This design comes from an exercise in tuning for small area, a short achievable clock period and few clock cycles on the open sky130 flow, not from production work.
The RTL was checked by simulation tests, not by an equivalence proof against the original design.

pine:
Design milestone1, start of the top module:
module milestone1(
   input  logic        clock,
   input  logic        resetn,
   input  logic [15:0] SRAM_read_data,
   output logic [17:0] SRAM_address,
   output logic [15:0] SRAM_write_data,
   output logic        SRAM_we_n,
   input  logic        M1_start,
   output logic        M1_end
);
logic [4:0]  t;
logic        run;
logic        st;          
logic [6:0]  gr;          
logic [15:0] yaddr;       
logic [17:0] waddr;       
wire last_grp = (gr == 7'd79);
wire g78      = (gr == 7'd78);
wire img_done = yaddr[15] & yaddr[12] & yaddr[10] & yaddr[9] & yaddr[1];  
logic [7:0]  win [1:11];   
logic [7:0]  st_u, st_v;   
logic [7:0]  yl;           
logic [8:0]  cu;           
logic [7:0]  py;           
logic [8:0]  pu, pv;
logic [10:0] pu3, pv3;     
logic [7:0]  h1, h2;       
logic clamp5;    
always_ff @(posedge clock) clamp5 <= (t == 5'd9 && g78) || (t == 5'd0 && last_grp);
wire [7:0] tp5 = clamp5 ? win[9] : win[11];
wire [7:0] w2 = win[2], w4 = win[4], w6 = win[6], w8 = win[8], w10 = win[10];
wire ip_w2, ip_w1;
fadd u_ip_w1 (.a(w2[3]), .b(w2[5]), .c(w2[7]), .s(ip_w1), .co(ip_w2));
wire ip_w3 = ~1'b0 ^ w2[4];
wire ip_w4 = ~1'b0 & w2[4];
wire ip_w5 = ~1'b0 ^ w2[5];
wire ip_w6 = ~1'b0 & w2[5];
wire ip_w8, ip_w7;
fadd u_ip_w7 (.a(w2[1]), .b(w2[3]), .c(w2[5]), .s(ip_w7), .co(ip_w8));
wire ip_w10, ip_w9;
fadd u_ip_w9 (.a(w2[2]), .b(w2[4]), .c(w2[6]), .s(ip_w9), .co(ip_w10));
wire ip_w12, ip_w11;
fadd u_ip_w11 (.a(w4[3]), .b(w4[4]), .c(w10[3]), .s(ip_w11), .co(ip_w12));
wire ip_w13 = w10[4] ^ w6[1];
wire ip_w14 = w10[4] & w6[1];
wire ip_w16, ip_w15;
fadd u_ip_w15 (.a(w4[4]), .b(w4[5]), .c(w10[4]), .s(ip_w15), .co(ip_w16));
wire ip_w18, ip_w17;
fadd u_ip_w17 (.a(w10[5]), .b(w6[0]), .c(w6[2]), .s(ip_w17), .co(ip_w18));
wire ip_w20, ip_w19;
fadd u_ip_w19 (.a(w4[1]), .b(w10[1]), .c(w6[7]), .s(ip_w19), .co(ip_w20));
wire ip_w21 = w8[0] ^ w8[2];
  ...
Size in the first run: ~1800 cells after synthesis, ~400 flip-flops, ~55 I/O pins, roughly 23000 um^2 of cells after synthesis.
clock: 11.0 ns
lec_check: 0
cap_margin: 20
core_margin: 2
core_utilization: 40
cts_cluster_diameter: 100
cts_cluster_size: 30
slew_margin: 20
synth_hierarchical: 1
synth_minimum_keep_size: 0
standard.sh (not shown) runs the stock make flow with config.mk's settings and CLKGATE_MAP_FILE= SYNTH_SCRIPT=/design/flow/synth_recipe.tcl, a recipe that flattens the netlist after the stock synthesis.
==> flow/flow/run.sh <==
#!/bin/bash
# The standard layout; the timing repair aims at a tighter setup target
# (repair_timing setup margin), and the clock tree is built without dummy loads.
# Clock and constraints are unchanged.
set -euo pipefail
bash standard.sh SETUP_SLACK_MARGIN=7.8 "CTS_ARGS=-sink_clustering_enable -repair_clock_nets -sink_clustering_size 30 -sink_clustering_max_diameter 100 -dont_use_dummy_load" finish > standard.log 2>&1
Testbench counts of pine, summed over its fixed seeds: cycles 1,157,880.
Setup changes, pine to birch
==> flow/flow/run.sh <==
#!/bin/bash
# The standard layout; the timing repair aims at a tighter setup target
# (repair_timing setup margin), and the clock tree is built without dummy loads.
# Clock and constraints are unchanged.
set -euo pipefail
bash standard.sh SETUP_SLACK_MARGIN=8.0 "CTS_ARGS=-sink_clustering_enable -repair_clock_nets -sink_clustering_size 30 -sink_clustering_max_diameter 100 -dont_use_dummy_load" finish > standard.log 2>&1
Notes after the runs:
Looking at final cell count across pine and birch, the one that comes out higher is birch. Re fraction of the mapped netlist area in compound gates: no difference whatsoever between birch and pine. From pine to birch the numbers moved as follows: register-to-register slack increased by 60 ps relative to the old numbers, worst-case hold slack increased by 7.8 ps relative to the old numbers, area of the multi-input gates increased by 1.3% relative to the old numbers, ratio of final minimum period to clock period closely matched the old numbers. In the flow results for pine and birch, the non-clock buffer count is smaller on pine. Diff birch..pine | total inserted antenna cells | unchanged. Looking only at total iterations of the first detailed-routing run, and setting everything else aside, the lower value of pine and birch goes to pine. Compared birch vs pine, and wire length is up in birch.

* * *

milestone1, a different RTL version from the one above (not shown whole).
Size in the first run: ~370 flip-flops, ~0.022 mm^2 of cells after synthesis.
==> flow/design.v (excerpt) <==
module milestone1(
   input  logic        clock,
   input  logic        resetn,
   input  logic [15:0] SRAM_read_data,
   output logic [17:0] SRAM_address,
   output logic [15:0] SRAM_write_data,
   output logic        SRAM_we_n,
   input  logic        M1_start,
   output logic        M1_end
);
==> flow/config.mk <==
export PLATFORM = sky130hd
export DESIGN_NAME = milestone1
export DESIGN_NICKNAME = milestone1
export VERILOG_FILES = /design/flow/design.v
export SDC_FILE = /design/flow/constraint.sdc
export NUM_CORES = 4
export LEC_CHECK = 0
export CAP_MARGIN = 20
export CORE_MARGIN = 2
export CORE_UTILIZATION = 40
export CTS_CLUSTER_DIAMETER = 100
export CTS_CLUSTER_SIZE = 30
export SLEW_MARGIN = 20
export SYNTH_HIERARCHICAL = 1
export SYNTH_MINIMUM_KEEP_SIZE = 0
==> flow/constraint.sdc <==
create_clock -name core_clock -period 11.0 [get_ports {clock}]
set_input_delay 2.2000 -clock core_clock [delete_from_list [all_inputs] [get_ports {clock}]]
set_output_delay 2.2000 -clock core_clock [all_outputs]
set_load 0.01 [all_outputs]
==> flow/flow/run.sh <==
#!/bin/bash
# The standard layout; the timing repair aims at a tighter setup target
# (repair_timing setup margin), and the clock tree is built without dummy loads.
# Clock and constraints are unchanged.
set -euo pipefail
bash standard.sh SETUP_SLACK_MARGIN=7.8 "CTS_ARGS=-sink_clustering_enable -repair_clock_nets -sink_clustering_size 30 -sink_clustering_max_diameter 100 -dont_use_dummy_load" finish > standard.log 2>&1
Testbench counts at the start, summed over its fixed seeds: cycles 1,157,880.
==> next run, changes <==
==> flow/flow/run.sh (replaced) <==
#!/bin/bash
# The standard layout; the timing repair aims at a tighter setup target
# (repair_timing setup margin), and the clock tree is built without dummy loads.
# Clock and constraints are unchanged.
set -euo pipefail
bash standard.sh SETUP_SLACK_MARGIN=7.5 "CTS_ARGS=-sink_clustering_enable -repair_clock_nets -sink_clustering_size 30 -sink_clustering_max_diameter 100 -dont_use_dummy_load" finish > standard.log 2>&1
Outcome: Hold slack loses 0.021 ns. Synthesized cell count stays the same. Non-clock buffer count went down by 7. Routed wire length barely changes.
==> next run, changes <==
==> flow/flow/run.sh (replaced) <==
#!/bin/bash
# The standard layout; the timing repair aims at a tighter setup target
# (repair_timing setup margin), the clock tree is built without dummy loads, and
# the port buffers are plain buffers. Clock and constraints are unchanged.
set -euo pipefail
bash standard.sh SETUP_SLACK_MARGIN=7.8 \
  "CTS_ARGS=-sink_clustering_enable -repair_clock_nets -sink_clustering_size 30 -sink_clustering_max_diameter 100 -dont_use_dummy_load" \
  "BUFFER_PORTS_ARGS=-buffer_cell sky130_fd_sc_hd__buf_2" \
  finish > standard.log 2>&1
Outcome:
- The new run passed the timing, design-rule and antenna checks
- setup slack degrades by 0.018 ns
- area after synthesis does not change
- global-route usage goes up by 0.13 points
- via count goes up by 0.31%

* * *

== run A ==
Another version of the RTL of milestone1 (not shown whole).
For scale: about 1,800 cells after synthesis, roughly 55 I/O pins, about 0.022 mm^2 of cells after synthesis.
clock: 11.0 ns
lec_check: 0
cap_margin: 20
core_margin: 2
core_utilization: 60
cts_cluster_diameter: 100
cts_cluster_size: 30
slew_margin: 20
synth_hierarchical: 1
synth_minimum_keep_size: 0
==> flow/flow/run.sh <==
#!/bin/bash
# The standard layout; the timing repair aims at a tighter setup target
# (repair_timing setup margin), and the clock tree is built without dummy loads.
# Clock and constraints are unchanged.
set -euo pipefail
bash standard.sh SETUP_SLACK_MARGIN=7.7 "CTS_ARGS=-sink_clustering_enable -repair_clock_nets -sink_clustering_size 30 -sink_clustering_max_diameter 100 -dont_use_dummy_load" finish > standard.log 2>&1
Run A finished end to end and its layout was clean on timing, DRC and antenna.
Testbench counts of run A, summed over its fixed seeds: cycles 1,157,880.
diff inputs: run A => run B
Settings: a change of CORE_UTILIZATION from 60 to 70; an added PLACE_DENSITY of 0.85.
==> comparison <==
Of run B and run A, the run reporting the higher vias per cell was run B. Run A → run B: met2 usage in global routing shows an increase of 8.5 points, wire length rose by 1200 um, minimum setup slack after placement has increased, starting density of the core increased by 9.9 points relative to the old numbers. Run B vs. run A: setup slack essentially unchanged, cell count decreased about 2.8%.
Inputs modified between run B and run C:
Settings: CORE_UTILIZATION now 40, was 70; PLACE_DENSITY no longer set, was 0.85.
Findings:
Summary of run C over run B: design area increased 1.8%; hold slack essentially unchanged; routed wire length decreased 700 um.
Run B has higher via count of the first global-routing pass than run C.
When the final numbers for run B and run C were put side by side, the clock network area share turned out to be smaller in run B.
--- input diff run C..run D ---
Settings: a change of CORE_UTILIZATION from 40 to 60; an added PLACE_DENSITY of 0.75; an added TNS_END_PERCENT of 20.
==> comparison <==
- In run D relative to run C, cell count had gone down by more than 10%.
- Worst stage delay on the critical path, run C and run D: lower on run D
- Run D reports its destination of the critical timing path as SRAM_write_data[4] while run C reports SRAM_write_data[0].
- Between run C and run D, the worst setup slack is higher for run C.
- Diff run C -> run D: routed wire length saw a decrease, sequential cell area fraction in the yosys report saw little to no change.
Changes in run E relative to run D:
Settings: TNS_END_PERCENT: 20 -> unset.
Notes after the runs:
A critical path endpoint of SRAM_we_n is what run E shows, while SRAM_write_data[4] belongs to run D. In terms of worst hold slack, run D and run E differ only marginally. Reported for run E and run D, critical-path maximum fanout turned out identical to the last digit. Against run D as the reference, run E delivers a lower area added between synthesis and finish. As of run E, post-cts sizing count had risen by more than half compared to run D. ~same total wirelength of the detailed-routed design in run E and run D. On met1 track demand over resource, run E and run D are basically level.

* * *

Another version of the RTL of milestone1 (not shown whole).
Size in the first run: roughly 1,700 cells after synthesis, ~370 flip-flops, roughly 55 I/O pins, roughly 22,000 um2 of cells after synthesis.
==> flow/design.v (excerpt) <==
module milestone1(
   input  logic        clock,
   input  logic        resetn,
   input  logic [15:0] SRAM_read_data,
   output logic [17:0] SRAM_address,
   output logic [15:0] SRAM_write_data,
   output logic        SRAM_we_n,
   input  logic        M1_start,
   output logic        M1_end
);
logic [4:0]  t;
logic        run;
logic        st;          
logic [6:0]  gr;          
logic [15:0] yaddr;       
logic [17:0] waddr;       
wire last_grp = (gr == 7'd79);
wire g78      = (gr == 7'd78);
wire img_done = yaddr[15] & yaddr[12] & yaddr[10] & yaddr[9] & yaddr[1];  
logic [7:0]  win [1:11];   
logic [7:0]  st_u, st_v;   
logic [7:0]  yl;           
logic [8:0]  cu;           
logic [7:0]  py;           
logic [8:0]  pu, pv;
logic [10:0] pu3, pv3;     
logic [7:0]  h1, h2;       
logic clamp5;    
always_ff @(posedge clock) clamp5 <= (t == 5'd9 && g78) || (t == 5'd0 && last_grp);
wire [7:0] tp0 = win[1], tp1 = win[3], tp2 = win[5], tp3 = win[7], tp4 = win[9];
wire [7:0] tp5 = clamp5 ? win[9] : win[11];
wire [8:0] s1 = tp2 + tp3;
wire [8:0] s3 = tp1 + tp4;
wire [8:0] s5 = tp0 + tp5;
wire ip_w1 = tp2[0] ^ tp3[0];
wire ip_w2 = tp2[0] & tp3[0];
wire ip_w4, ip_w3;
fadd u_ip_w3 (.a(tp2[1]), .b(tp3[1]), .c(tp1[3]), .s(ip_w3), .co(ip_w4));
wire ip_w6, ip_w5;
fadd u_ip_w5 (.a(tp1[4]), .b(tp4[3]), .c(tp4[4]), .s(ip_w5), .co(ip_w6));
wire ip_w8, ip_w7;
fadd u_ip_w7 (.a(tp2[0]), .b(tp2[2]), .c(tp3[0]), .s(ip_w7), .co(ip_w8));
wire ip_w10, ip_w9;
fadd u_ip_w9 (.a(tp3[2]), .b(tp1[4]), .c(tp1[5]), .s(ip_w9), .co(ip_w10));
wire ip_w12, ip_w11;
fadd u_ip_w11 (.a(tp4[4]), .b(tp4[5]), .c(tp0[3]), .s(ip_w11), .co(ip_w12));
wire ip_w13 = tp0[5] ^ tp0[7];
  ...
make LEC_CHECK=0 CAP_MARGIN=20 CORE_MARGIN=2 CORE_UTILIZATION=40 CTS_CLUSTER_DIAMETER=80 CTS_CLUSTER_SIZE=40 SLEW_MARGIN=20 SYNTH_HIERARCHICAL=1 SYNTH_MINIMUM_KEEP_SIZE=0 finish   # period 11.0 ns
run.sh (not shown) runs the stock make flow with config.mk's settings and CLKGATE_MAP_FILE= SYNTH_SCRIPT=/design/flow/synth_recipe.tcl, a recipe that flattens the netlist after the stock synthesis.
Stock flow here: none of the scripts above is used.
Testbench counts at the start, summed over its fixed seeds: cycles 1,157,880.
Edit:
- CTS_CLUSTER_DIAMETER: 80 -> not set
- CTS_CLUSTER_SIZE: 40 -> not set
The new run produced a clean layout.
Synthesized cell count does not change.
Non-clock buffer count stays the same.
Via count goes up slightly.
Die area does not change.
Edit:
- CTS_CLUSTER_DIAMETER: not set -> 100
- CTS_CLUSTER_SIZE: not set -> 30
Fmax drops by 0.45%; non-clock buffer count is unchanged; via count drops by 0.98%; count of clock-buffer cells in the layout drops by 33; worst hold slack improves by 10 ps; sequential share of layout area climbs by 1.0 points.
Edit:
==> flow/flow/run.sh (new file) <==
#!/bin/bash
# The standard layout; the timing repair aims at a tighter setup target
# (repair_timing setup margin). Clock and constraints are unchanged.
set -euo pipefail
bash standard.sh SETUP_SLACK_MARGIN=7.8 finish > standard.log 2>&1
==> flow/standard.sh (new file) <==
#!/bin/bash
# synth_recipe.tcl (not shown) runs the flow's synth.tcl, then flattens the netlist and writes it again
# the make line also repeats each setting of config.mk as NAME=value (left out here)
make -C /OpenROAD-flow-scripts/flow DESIGN_CONFIG=/design/flow/config.mk WORK_HOME=/design/flow/orfs CLKGATE_MAP_FILE= SYNTH_SCRIPT=/design/flow/synth_recipe.tcl "${@:-finish}"
- CTS_CLUSTER_DIAMETER: 100 -> not set
- CTS_CLUSTER_SIZE: 30 -> not set
removed: flow/run.sh
Result: The changed run passed the timing, design-rule and antenna checks. Maximum frequency rose by 9.1%. Count of clock-buffer cells in the layout rose by 29. Flip-flop and latch count does not change. Design area rose by 5.5%. Via count rose by 3.1%.

* * *

milestone1 with an RTL version that a note above also has.
Size in the first run: ~1800 cells after synthesis, about 400 flip-flops, about 55 I/O pins, about 22000 sq um of cells after synthesis.
export LEC_CHECK = 0
export CAP_MARGIN = 20
export CORE_MARGIN = 2
export CORE_UTILIZATION = 60
export CTS_CLUSTER_DIAMETER = 100
export CTS_CLUSTER_SIZE = 30
export GPL_ROUTABILITY_DRIVEN = 0
export PLACE_DENSITY = 0.75
export SLEW_MARGIN = 20
export SYNTH_HIERARCHICAL = 1
export SYNTH_MINIMUM_KEEP_SIZE = 0
create_clock -name core_clock -period 11.0 [get_ports {clock}]
standard.sh (not shown) runs the stock make flow with config.mk's settings and CLKGATE_MAP_FILE= SYNTH_SCRIPT=/design/flow/synth_recipe.tcl, a recipe that flattens the netlist after the stock synthesis.
==> flow/flow/run.sh <==
#!/bin/bash
# The standard layout; the timing repair aims at a tighter setup target
# (repair_timing setup margin), and the clock tree is built without dummy loads.
# Clock and constraints are unchanged.
set -euo pipefail
bash standard.sh SETUP_SLACK_MARGIN=7.7 "CTS_ARGS=-sink_clustering_enable -repair_clock_nets -sink_clustering_size 30 -sink_clustering_max_diameter 100 -dont_use_dummy_load" finish > standard.log 2>&1
The starting point went through all stages and came out clean.
Testbench counts at the start, summed over its fixed seeds: cycles 1,157,880.
Change:
==> flow/flow/run.sh (replaced) <==
#!/bin/bash
# The standard layout; the timing repair aims at a tighter setup target
# (repair_timing setup margin), and the clock tree is built without dummy loads.
# Clock and constraints are unchanged.
set -euo pipefail
bash standard.sh SETUP_SLACK_MARGIN=7.7 "CTS_ARGS=-sink_clustering_enable -repair_clock_nets -sink_clustering_size 20 -sink_clustering_max_diameter 80 -buf_list sky130_fd_sc_hd__clkbuf_8 -dont_use_dummy_load" finish > standard.log 2>&1
--- a/flow/config.mk
+++ b/flow/config.mk
@@ -11,3 +11,3 @@
-export CTS_CLUSTER_DIAMETER = 100
-export CTS_CLUSTER_SIZE = 30
-export GPL_ROUTABILITY_DRIVEN = 0
+export CTS_BUF_LIST = sky130_fd_sc_hd__clkbuf_8
+export CTS_CLUSTER_DIAMETER = 80
+export CTS_CLUSTER_SIZE = 20
After rerunning: Die area does not change; via count fell by 1.2%; global-route usage fell by 0.29 points; register-to-register slack is worse by 20 ps.
Change:
==> flow/flow/run.sh (replaced) <==
#!/bin/bash
# The standard layout; the timing repair aims at a tighter setup target
# (repair_timing setup margin), and the clock tree is built without dummy loads.
# Clock and constraints are unchanged.
set -euo pipefail
bash standard.sh SETUP_SLACK_MARGIN=7.75 "CTS_ARGS=-sink_clustering_enable -repair_clock_nets -sink_clustering_size 30 -sink_clustering_max_diameter 100 -dont_use_dummy_load" finish > standard.log 2>&1
--- a/flow/config.mk
+++ b/flow/config.mk
@@ -11,3 +11,2 @@
-export CTS_BUF_LIST = sky130_fd_sc_hd__clkbuf_8
-export CTS_CLUSTER_DIAMETER = 80
-export CTS_CLUSTER_SIZE = 20
+export CTS_CLUSTER_DIAMETER = 100
+export CTS_CLUSTER_SIZE = 30
The changed run finished with timing, DRC and antenna clean.
Routed wire length increases by 0.76%.
Maximum frequency came out higher by 4.1%.
Hold slack barely changes.
Core utilization increases by 0.23 points.
Count of clock-buffer cells in the layout decreases by 8.

-- afterwards: timing with drivers on the ports --
The flow's constraints put no driver on any port. The routed layouts listed below were extracted and timed again, unchanged, in two steps. Step 1 (the two cells are an assumption about what drives the block):
set clk [get_ports {clock}]
set_driving_cell -lib_cell sky130_fd_sc_hd__clkbuf_16 $clk
set_driving_cell -lib_cell sky130_fd_sc_hd__buf_2 [delete_from_list [all_inputs] $clk]
Step 2, shift: input delay + t, output delay - t, t = (earliest + latest rising clock arrival at the registers) / 2. This alone moves slack from input paths to output paths. a / b / c = ideal ports / drivers / drivers and shift; a / b = the first two.
| run | t, ns | setup slack, ns | slew at the worst register clock pin (ns) | pins driven straight from the clock port |
|---|---|---|---|---|
| pine | 0.580 | 7.688 / 7.630 / 7.778 | 0.11 / 0.11 | 1 |
| birch | 0.577 | 7.688 / 7.633 / 7.822 | 0.11 / 0.11 | 1 |
| the first run of note 2 | 0.573 | 7.474 / 7.474 / 7.474 | 0.11 / 0.11 | 1 |
| the second run of note 2 | 0.570 | 7.455 / 7.455 / 7.455 | 0.12 / 0.12 | 1 |
| the third run of note 2 | 0.578 | 7.437 / 7.437 / 7.437 | 0.11 / 0.11 | 1 |
| run A | 0.566 | 7.700 / 7.644 / 7.787 | 0.12 / 0.12 | 1 |
| run B | 0.558 | 7.702 / 7.648 / 7.734 | 0.12 / 0.12 | 1 |
| run C | 0.588 | 7.663 / 7.604 / 7.792 | 0.11 / 0.11 | 1 |
| run D | 0.559 | 7.635 / 7.583 / 7.763 | 0.11 / 0.11 | 1 |
| run E | 0.559 | 7.704 / 7.652 / 7.764 | 0.11 / 0.11 | 1 |
| the first run of note 4 | 0.633 | 7.153 / 7.095 / 7.297 | 0.10 / 0.10 | 1 |
| the second run of note 4 | 0.629 | 7.169 / 7.110 / 7.270 | 0.07 / 0.07 | 1 |
| the third run of note 4 | 0.605 | 7.152 / 7.094 / 7.262 | 0.11 / 0.11 | 1 |
| the fourth run of note 4 | 0.629 | 7.474 / 7.474 / 7.474 | 0.06 / 0.06 | 1 |
| the first run of note 5 | 0.560 | 7.694 / 7.640 / 7.792 | 0.11 / 0.11 | 1 |
| the second run of note 5 | 0.657 | 7.565 / 7.512 / 7.768 | 0.12 / 0.12 | 1 |
| the third run of note 5 | 0.561 | 7.701 / 7.649 / 7.796 | 0.11 / 0.11 | 1 |
After both steps setup and hold are still met in every run listed.
